Source: an optimization exercise on an open RTL-to-GDS flow (aim: small area). Production flows keep margins and buffers that such runs may drop. Where RTL was checked, it was by simulation tests only, not by an equivalence proof against the original. Power figures rest on the tool's default switching activity, not on a simulated workload.

// gomoku
module gomoku(
    input        clk,
    input        rst,
    input        Btn0,
    output [3:0] VGA_R,     output [3:0] VGA_G,  output [3:0] VGA_B,
    output       VGA_HS,    output       VGA_VS,
    output [3:0] KeyPadRow, input  [3:0] KeyPadCol,
    output [7:0] Dot_row,
    output [7:0] Dot1_col,
    output [7:0] Dot2_col,
    output [6:0] HEX0,      output [6:0] HEX1
);
For scale: about 2800 cells after synthesis, about 620 flip-flops, about 31000 um2 of cells after synthesis.
clock: 12.0 ns
lec_check: 0
abc_area: 0
cap_margin: 20
core_margin: 2
core_utilization: 70
cts_buf_list: sky130_fd_sc_hd__clkbuf_16
cts_cluster_diameter: 60
cts_cluster_size: 35
slew_margin: 20
synth_hierarchical: 1
synth_minimum_keep_size: 0
run.sh (not shown) runs the stock make flow with config.mk's settings and CLKGATE_MAP_FILE= SYNTH_SCRIPT=/design/flow/synth_recipe.tcl, a recipe that flattens the netlist after the stock synthesis.
Rerun with:
Settings changed: CTS_CLUSTER_DIAMETER 60 to 80, CTS_CLUSTER_SIZE 35 to 25.
Wire length shrinks slightly.
Worst hold slack stays flat.
First-iteration DRC count shrinks by a few percent.
Clock skew is about the same.
Total power shrinks by a little under a tenth.
Final area shrinks slightly.
Fmax is about the same.
Function was not checked in any run of this note: the RTL went through the layout flow alone.


== old ==
Another version of the RTL of gomoku (not shown whole).
Size: roughly 2400 cells after synthesis, about 620 flip-flops, ~0.028 mm^2 of cells after synthesis.
Design gomoku, start of the top module:
module gomoku(
    input        clk,
    input        rst,
    input        Btn0,
    output [3:0] VGA_R,     output [3:0] VGA_G,  output [3:0] VGA_B,
    output       VGA_HS,    output       VGA_VS,
    output [3:0] KeyPadRow, input  [3:0] KeyPadCol,
    output [7:0] Dot_row,
    output [7:0] Dot1_col,
    output [7:0] Dot2_col,
    output [6:0] HEX0,      output [6:0] HEX1
);
Settings: LEC_CHECK=0, ABC_AREA=0, CAP_MARGIN=5, CORE_MARGIN=2, CORE_UTILIZATION=70, SLEW_MARGIN=5; clock period 12.0 ns.
standard.sh (not shown) runs the stock make flow with config.mk's settings and CLKGATE_MAP_FILE= SYNTH_SCRIPT=/design/flow/synth_recipe.tcl, a recipe that flattens the netlist after the stock synthesis.
==> flow/flow/run.sh <==
#!/bin/bash
# Layout flow: the standard ORFS flow (same config.mk, same steps and
# synthesis script) with three changes:
#   - ABC maps the logic with flow/abc.script (area oriented, no buffering)
#   - the port buffers are sky130_fd_sc_hd__buf_1
#   - clock tree synthesis inserts no dummy loads
# Each tool's full output is kept under orfs/logs; make's own output in make.log.
set -euo pipefail
W=$(pwd)
cat > "$W/flow_synth.tcl" <<EOS
proc abc {args} {
  set i [lsearch \$args -script]
  if {\$i >= 0} { lset args [expr {\$i + 1}] $W/flow/abc.script }
  yosys abc {*}\$args
}
source $W/synth_recipe.tcl
EOS
make -C "$FLOW_HOME" DESIGN_CONFIG="$W/config.mk" WORK_HOME="$W/orfs" CLKGATE_MAP_FILE= \
    SYNTH_SCRIPT="$W/flow_synth.tcl" \
    BUFFER_PORTS_ARGS="-buffer_cell sky130_fd_sc_hd__buf_1" \
    CTS_ARGS="-sink_clustering_enable -repair_clock_nets -sink_clustering_size 8 -sink_clustering_max_diameter 40 -buf_list sky130_fd_sc_hd__clkbuf_4 -dont_use_dummy_load" \
    finish > "$W/make.log" 2>&1
R="$W/orfs/results/$FLOW_PLATFORM/gomoku/base"
: # left out here: write the final layout as DEF
==> flow/flow/abc.script <==
strash
dc2
dch -f
amap
&get -n
&st
&syn3
&dch -f
&nf -p -R 1000 -C 32 -F 8
&put
The inputs of new differ from those of old as listed below.
Settings: CORE_UTILIZATION changed from 70 to 60.
Measured against each other, old and new differ in global-route usage over all layers, the lower figure coming from new.
new vs old, arrival time at the worst endpoint went down by 0.13 ns.
Diff old -> new | total wirelength of the detailed-routed design | up by a few percent
Against old, new comes in 77 higher on cell count.
Between new and old, the sequential power does not differ in any meaningful way.
Hold slack: lower on new
Going from old to new, period utilization shrinks by 1.3 points.


gomoku, a different RTL version from the one above (not shown whole).
Size in the first run: about 2600 cells after synthesis, ~620 flip-flops, about 63 I/O pins, about 29000 um^2 of cells after synthesis.
clock: 12.0 ns
lec_check: 0
abc_area: 0
cap_margin: 20
core_margin: 2
core_utilization: 70
slew_margin: 20
synth_hierarchical: 1
synth_minimum_keep_size: 0
==> flow/flow/run.sh <==
#!/bin/bash
# Layout flow: the standard ORFS flow (same config.mk, same steps and
# synthesis script) with three changes:
#   - ABC maps the logic with flow/abc.script (area oriented, no buffering)
#   - the port buffers are sky130_fd_sc_hd__buf_1
#   - clock tree synthesis inserts no dummy loads
# Each tool's full output is kept under orfs/logs; make's own output in make.log.
set -euo pipefail
W=$(pwd)
cat > "$W/flow_synth.tcl" <<EOS
proc abc {args} {
  set i [lsearch \$args -script]
  if {\$i >= 0} { lset args [expr {\$i + 1}] $W/flow/abc.script }
  yosys abc {*}\$args
}
source $W/synth_recipe.tcl
EOS
make -C "$FLOW_HOME" DESIGN_CONFIG="$W/config.mk" WORK_HOME="$W/orfs" CLKGATE_MAP_FILE= \
    SYNTH_SCRIPT="$W/flow_synth.tcl" \
    BUFFER_PORTS_ARGS="-buffer_cell sky130_fd_sc_hd__buf_1" \
    CTS_ARGS="-sink_clustering_enable -repair_clock_nets -sink_clustering_size 25 -sink_clustering_max_diameter 80 -buf_list sky130_fd_sc_hd__clkbuf_16 -dont_use_dummy_load" \
    finish > "$W/make.log" 2>&1
R="$W/orfs/results/$FLOW_PLATFORM/gomoku/base"
: # left out here: write the final layout as DEF
==> flow/flow/abc.script <==
&get -n
&st
&dch
&nf
&put
The baseline went through all stages and came out clean.
Then changed:
- CAP_MARGIN: 20 -> 5
- SLEW_MARGIN: 20 -> 5
The new run finished with timing, DRC and antenna clean. Clock power hardly moves. Sequential share of layout area stays flat. Synthesized cell count stays the same. Routed wire length is about the same. Total power barely changes. Cell area hardly moves.


gomoku with an RTL version that a note above also has.
Size: ~63 I/O pins, roughly 28000 um2 of cells after synthesis.
## gomoku
module gomoku(
    input        clk,
    input        rst,
    input        Btn0,
    output [3:0] VGA_R,     output [3:0] VGA_G,  output [3:0] VGA_B,
    output       VGA_HS,    output       VGA_VS,
    output [3:0] KeyPadRow, input  [3:0] KeyPadCol,
    output [7:0] Dot_row,
    output [7:0] Dot1_col,
    output [7:0] Dot2_col,
    output [6:0] HEX0,      output [6:0] HEX1
);
clock: 12.0 ns
lec_check: 0
abc_area: 0
cap_margin: 5
core_margin: 2
core_utilization: 70
slew_margin: 5
==> flow/flow/run.sh <==
#!/bin/bash
# Layout flow: the standard ORFS flow (same config.mk, same steps and
# synthesis script) with three changes:
#   - ABC maps the logic with flow/abc.script (area oriented, no buffering)
#   - the port buffers are sky130_fd_sc_hd__buf_1
#   - clock tree synthesis inserts no dummy loads
# Each tool's full output is kept under orfs/logs; make's own output in make.log.
set -euo pipefail
W=$(pwd)
cat > "$W/flow_synth.tcl" <<EOS
proc abc {args} {
  set i [lsearch \$args -script]
  if {\$i >= 0} { lset args [expr {\$i + 1}] $W/flow/abc.script }
  yosys abc {*}\$args
}
source $W/synth_recipe.tcl
EOS
make -C "$FLOW_HOME" DESIGN_CONFIG="$W/config.mk" WORK_HOME="$W/orfs" CLKGATE_MAP_FILE= \
    SYNTH_SCRIPT="$W/flow_synth.tcl" \
    BUFFER_PORTS_ARGS="-buffer_cell sky130_fd_sc_hd__buf_1" \
    CTS_ARGS="-sink_clustering_enable -repair_clock_nets -sink_clustering_size 12 -sink_clustering_max_diameter 45 -buf_list sky130_fd_sc_hd__clkbuf_8 -dont_use_dummy_load" \
    finish > "$W/make.log" 2>&1
R="$W/orfs/results/$FLOW_PLATFORM/gomoku/base"
: # left out here: write the final layout as DEF
==> flow/flow/abc.script <==
strash
dc2
dch -f
amap
&get -n
&st
&dch -f
&nf -p -R 1000
&put
The starting point completed without violations.
==> next run, changes <==
--- a/flow/flow/run.sh
+++ b/flow/flow/run.sh
@@ -21 +21 @@
-    CTS_ARGS="-sink_clustering_enable -repair_clock_nets -sink_clustering_size 12 -sink_clustering_max_diameter 45 -buf_list sky130_fd_sc_hd__clkbuf_8 -dont_use_dummy_load" \
+    CTS_ARGS="-sink_clustering_enable -repair_clock_nets -sink_clustering_size 20 -sink_clustering_max_diameter 60 -buf_list {sky130_fd_sc_hd__clkbuf_8 sky130_fd_sc_hd__clkbuf_16} -dont_use_dummy_load" \
Non-clock buffer count does not change.
Design area went up by 0.34%.
Setup slack is worse by 0.033 ns.
Synthesized cell count is unchanged.
Critical path depth went down by 2.
Utilization went up by 0.26 points.
Total power went up by 1.6%.
==> next run, changes <==
--- a/flow/flow/run.sh
+++ b/flow/flow/run.sh
@@ -21 +21 @@
-    CTS_ARGS="-sink_clustering_enable -repair_clock_nets -sink_clustering_size 20 -sink_clustering_max_diameter 60 -buf_list {sky130_fd_sc_hd__clkbuf_8 sky130_fd_sc_hd__clkbuf_16} -dont_use_dummy_load" \
+    CTS_ARGS="-sink_clustering_enable -repair_clock_nets -sink_clustering_size 8 -sink_clustering_max_diameter 40 -buf_list sky130_fd_sc_hd__clkbuf_4 -dont_use_dummy_load" \
The changed run finished with timing, DRC and antenna clean.
Power is lower by a few percent.
Worst setup slack improves by 0.31 ns.
Sequential power barely changes.
Via count climbs slightly.
Final cell count rose slightly.


== P ==
RTL: one of the versions met above, not the one the previous note started from.
For scale: about 2,600 cells after synthesis, roughly 620 flip-flops, roughly 30,000 um2 of cells after synthesis.
export LEC_CHECK = 0
export ABC_AREA = 0
export CAP_MARGIN = 20
export CORE_MARGIN = 2
export CORE_UTILIZATION = 70
export CTS_BUF_LIST = sky130_fd_sc_hd__clkbuf_16
export CTS_CLUSTER_DIAMETER = 80
export CTS_CLUSTER_SIZE = 25
export SLEW_MARGIN = 20
export SYNTH_HIERARCHICAL = 1
export SYNTH_MINIMUM_KEEP_SIZE = 0
create_clock -name core_clock -period 12.0 [get_ports {clk}]
run.sh (not shown) runs the stock make flow with config.mk's settings and CLKGATE_MAP_FILE= SYNTH_SCRIPT=/design/flow/synth_recipe.tcl, a recipe that flattens the netlist after the stock synthesis.
Stock flow here: none of the scripts above is used.
> inputs changed (P -> Q)
==> flow/flow/run.sh (new file) <==
#!/bin/bash
# Layout flow: the standard ORFS flow (same config.mk, same steps and
# synthesis script) with three changes:
#   - ABC maps the logic with flow/abc.script (area oriented, no buffering)
#   - the port buffers are sky130_fd_sc_hd__buf_1
#   - clock tree synthesis inserts no dummy loads
# Each tool's full output is kept under orfs/logs; make's own output in make.log.
set -euo pipefail
W=$(pwd)
cat > "$W/flow_synth.tcl" <<EOS
proc abc {args} {
  set i [lsearch \$args -script]
  if {\$i >= 0} { lset args [expr {\$i + 1}] $W/flow/abc.script }
  yosys abc {*}\$args
}
source $W/synth_recipe.tcl
EOS
make -C "$FLOW_HOME" DESIGN_CONFIG="$W/config.mk" WORK_HOME="$W/orfs" CLKGATE_MAP_FILE= \
    SYNTH_SCRIPT="$W/flow_synth.tcl" \
    BUFFER_PORTS_ARGS="-buffer_cell sky130_fd_sc_hd__buf_1" \
    CTS_ARGS="-sink_clustering_enable -repair_clock_nets -sink_clustering_size 10 -sink_clustering_max_diameter 50 -buf_list sky130_fd_sc_hd__clkbuf_4 -dont_use_dummy_load" \
    finish > "$W/make.log" 2>&1
R="$W/orfs/results/$FLOW_PLATFORM/gomoku/base"
: # left out here: write the final layout as DEF
==> flow/flow/abc.script (new file) <==
&get -n
&st
&dch
&nf
&put
==> flow/standard.sh (new file) <==
#!/bin/bash
# synth_recipe.tcl (not shown) runs the flow's synth.tcl, then flattens the netlist and writes it again
# the make line also repeats each setting of config.mk as NAME=value (left out here)
make -C /OpenROAD-flow-scripts/flow DESIGN_CONFIG=/design/flow/config.mk WORK_HOME=/design/flow/orfs CLKGATE_MAP_FILE= SYNTH_SCRIPT=/design/flow/synth_recipe.tcl "${@:-finish}"
-- flow/config.mk --
<<< P, line 10
export CORE_MARGIN = 2
export CORE_UTILIZATION = 70
export CTS_BUF_LIST = sky130_fd_sc_hd__clkbuf_16
export CTS_CLUSTER_DIAMETER = 80
export CTS_CLUSTER_SIZE = 25
export SLEW_MARGIN = 20
export SYNTH_HIERARCHICAL = 1
>>> Q, line 10
export CORE_MARGIN = 2
export CORE_UTILIZATION = 70
export SLEW_MARGIN = 20
export SYNTH_HIERARCHICAL = 1
removed: flow/run.sh
Findings:
Going from P to Q, post-placement cell area went down; non-clock buffer count in the final layout went up; data required time of the critical path went up.
### Q -> R
-- flow/flow/run.sh --
<<< Q, line 19
    SYNTH_SCRIPT="$W/flow_synth.tcl" \
    BUFFER_PORTS_ARGS="-buffer_cell sky130_fd_sc_hd__buf_1" \
    CTS_ARGS="-sink_clustering_enable -repair_clock_nets -sink_clustering_size 10 -sink_clustering_max_diameter 50 -buf_list sky130_fd_sc_hd__clkbuf_4 -dont_use_dummy_load" \
    finish > "$W/make.log" 2>&1
R="$W/orfs/results/$FLOW_PLATFORM/gomoku/base"
>>> R, line 19
    SYNTH_SCRIPT="$W/flow_synth.tcl" \
    BUFFER_PORTS_ARGS="-buffer_cell sky130_fd_sc_hd__buf_1" \
    CTS_ARGS="-sink_clustering_enable -repair_clock_nets -sink_clustering_size 15 -sink_clustering_max_diameter 60 -buf_list sky130_fd_sc_hd__clkbuf_8 -dont_use_dummy_load" \
    finish > "$W/make.log" 2>&1
R="$W/orfs/results/$FLOW_PLATFORM/gomoku/base"
==> flow/config.mk <==
export PLATFORM = sky130hd
export DESIGN_NAME = gomoku
export DESIGN_NICKNAME = gomoku
export VERILOG_FILES = /design/flow/design.v
export SDC_FILE = /design/flow/constraint.sdc
export NUM_CORES = 8
export LEC_CHECK = 0
export ABC_AREA = 0
export CAP_MARGIN = 5
export CORE_MARGIN = 2
export CORE_UTILIZATION = 70
export SLEW_MARGIN = 5
export SYNTH_HIERARCHICAL = 1
export SYNTH_MINIMUM_KEEP_SIZE = 0
On flip-flop and latch share of the layout cell area, Q tracks R almost exactly.
Q has a lower layout-stage area growth over the synthesis result than R.
Post-route clock period utilization for R: 1.5 points up relative to Q
The global-route wire length before repair of R falls short of that of Q by about 0.5%.
Higher number of antenna violations at the first check in global routing goes to Q over R.


Another version of the RTL of gomoku (not shown whole).
Size in the first run: roughly 3400 cells after synthesis, ~650 flip-flops.
==> flow/config.mk <==
export PLATFORM = sky130hd
export DESIGN_NAME = gomoku
export DESIGN_NICKNAME = gomoku
export VERILOG_FILES = /design/flow/design.v
export SDC_FILE = /design/flow/constraint.sdc
export NUM_CORES = 8
export LEC_CHECK = 0
export ABC_AREA = 0
export CAP_MARGIN = 20
export CORE_MARGIN = 2
export CORE_UTILIZATION = 60
export SLEW_MARGIN = 20
==> flow/constraint.sdc <==
create_clock -name core_clock -period 12.0 [get_ports {clk}]
set_input_delay 2.4000 -clock core_clock [delete_from_list [all_inputs] [get_ports {clk}]]
set_output_delay 2.4000 -clock core_clock [all_outputs]
set_load 0.01 [all_outputs]
Stock flow here: none of the scripts above is used.
Rerun with:
Settings changed: CORE_UTILIZATION 60 to 30.
Die area is higher by 98%.
Clock-buffer cell count is higher by 7.
Fmax stays flat.
Global-route usage is lower by 21 points.


## job 103
Another version of the RTL of gomoku (not shown whole).
Size: about 2700 cells after synthesis, about 620 flip-flops, about 30000 µm² of cells after synthesis.
==> flow/config.mk <==
export PLATFORM = sky130hd
export DESIGN_NAME = gomoku
export DESIGN_NICKNAME = gomoku
export VERILOG_FILES = /design/flow/design.v
export SDC_FILE = /design/flow/constraint.sdc
export NUM_CORES = 8
export LEC_CHECK = 0
export ABC_AREA = 0
export CAP_MARGIN = 20
export CORE_MARGIN = 2
export CORE_UTILIZATION = 70
export CTS_BUF_LIST = sky130_fd_sc_hd__clkbuf_16
export CTS_CLUSTER_DIAMETER = 80
export CTS_CLUSTER_SIZE = 25
export SLEW_MARGIN = 20
export SYNTH_HIERARCHICAL = 1
export SYNTH_MINIMUM_KEEP_SIZE = 0
==> flow/constraint.sdc <==
create_clock -name core_clock -period 12.0 [get_ports {clk}]
set_input_delay 2.4000 -clock core_clock [delete_from_list [all_inputs] [get_ports {clk}]]
set_output_delay 2.4000 -clock core_clock [all_outputs]
set_load 0.01 [all_outputs]
Job 103: done, clean on timing, DRC and antenna
Inputs modified between job 103 and job 105:
# job 103
export LEC_CHECK = 0
export ABC_AREA = 0
export CAP_MARGIN = 20
export CORE_MARGIN = 2
export CORE_UTILIZATION = 70
export CTS_BUF_LIST = sky130_fd_sc_hd__clkbuf_16
export CTS_CLUSTER_DIAMETER = 80
export CTS_CLUSTER_SIZE = 25
export SLEW_MARGIN = 20
export SYNTH_HIERARCHICAL = 1
export SYNTH_MINIMUM_KEEP_SIZE = 0
create_clock -name core_clock -period 12.0 [get_ports {clk}]
# job 105
export LEC_CHECK = 0
export ABC_AREA = 0
export CAP_MARGIN = 20
export CORE_MARGIN = 2
export CORE_UTILIZATION = 70
export CTS_BUF_LIST = sky130_fd_sc_hd__clkbuf_16
export CTS_CLUSTER_DIAMETER = 80
export CTS_CLUSTER_SIZE = 25
export GPL_TIMING_DRIVEN = 0
export SLEW_MARGIN = 20
export SYNTH_HIERARCHICAL = 1
export SYNTH_MINIMUM_KEEP_SIZE = 0
create_clock -name core_clock -period 12.0 [get_ports {clk}]
==> run notes <==
In summary, job 105 completed successfully, with a layout that passed the timing, design-rule and antenna checks.
Compared with job 103, job 105 shows sequential power share lower by 2.5 points.
Job 105 ends up with higher worst path setup slack after routing than job 103 does.
On non-clock buffer count: job 105 sits above job 103.
Comparing job 105 against job 103, there is no change at all in area after synthesis.
Job 105 vs. job 103: global-route wire length before repair saw a decrease, total power draw higher.
Number of stages on the worst setup path was higher in job 103 than in job 105.
Delta (job 105 minus job 103): reported combinational group power went up, routed wire length went down.

## static timing again, ports no longer ideal
Ports are ideal in the flow. The routed layouts listed here were re-timed in OpenROAD. Step 1 assumes that a clkbuf_16 drives the clock port and a buf_2 every other input. Step 2 moves the port delays by t, midway between the first and last clock arrival at a register: inputs arrive t later, outputs are due t later. That takes back most of the time a late clock gives input paths. Three values: ideal ports, drivers, drivers and shift; two values: the first two.
| run | t, ns | setup slack, ns | clock arrival spread, ns | worst register clock-pin slew, ns | pins driven straight from the clock port |
|---|---|---|---|---|---|
| the first run of note 1 | 0.662 | 2.080 / 2.095 / 1.433 | 0.067 / 0.066 | 0.12 / 0.12 | 1 |
| the second run of note 1 | 0.704 | 2.104 / 2.116 / 1.413 | 0.056 / 0.055 | 0.10 / 0.10 | 1 |
| old | 0.884 | 1.237 / 1.274 / 0.390 | 0.124 / 0.124 | 0.10 / 0.10 | 1 |
| new | 0.883 | 1.399 / 1.430 / 0.547 | 0.169 / 0.169 | 0.10 / 0.10 | 1 |
| the first run of note 3 | 0.676 | 1.230 / 1.267 / 0.591 | 0.070 / 0.070 | 0.10 / 0.10 | 1 |
| the second run of note 3 | 0.669 | 1.411 / 1.449 / 0.780 | 0.066 / 0.066 | 0.10 / 0.10 | 1 |
| the first run of note 4 | 0.695 | 0.764 / 0.795 / 0.100 | 0.106 / 0.106 | 0.08 / 0.08 | 1 |
| the second run of note 4 | 0.644 | 0.730 / 0.766 / 0.122 | 0.052 / 0.052 | 0.08 / 0.08 | 1 |
| the third run of note 4 | 0.870 | 1.041 / 1.071 / 0.201 | 0.085 / 0.084 | 0.10 / 0.10 | 1 |
| P | 0.695 | 1.491 / 1.520 / 0.825 | 0.035 / 0.036 | 0.10 / 0.10 | 1 |
| Q | 0.881 | 1.460 / 1.493 / 0.611 | 0.084 / 0.083 | 0.12 / 0.12 | 1 |
| R | 0.692 | 1.279 / 1.314 / 0.622 | 0.141 / 0.140 | 0.10 / 0.10 | 1 |
| the first run of note 6 | 0.694 | 1.545 / 1.565 / 0.872 | 0.038 / 0.039 | 0.07 / 0.07 | 1 |
| the second run of note 6 | 0.714 | 1.546 / 1.588 / 0.874 | 0.035 / 0.035 | 0.07 / 0.07 | 1 |
| job 103 | 0.682 | 1.367 / 1.397 / 0.714 | 0.035 / 0.035 | 0.10 / 0.10 | 1 |
| job 105 | 0.667 | 1.686 / 1.718 / 1.051 | 0.032 / 0.031 | 0.11 / 0.11 | 1 |
After both steps setup and hold are still met in every run listed. For new, which loses most, drivers alone change the setup slack by +0.031 ns; drivers and shift together by -0.852 ns.
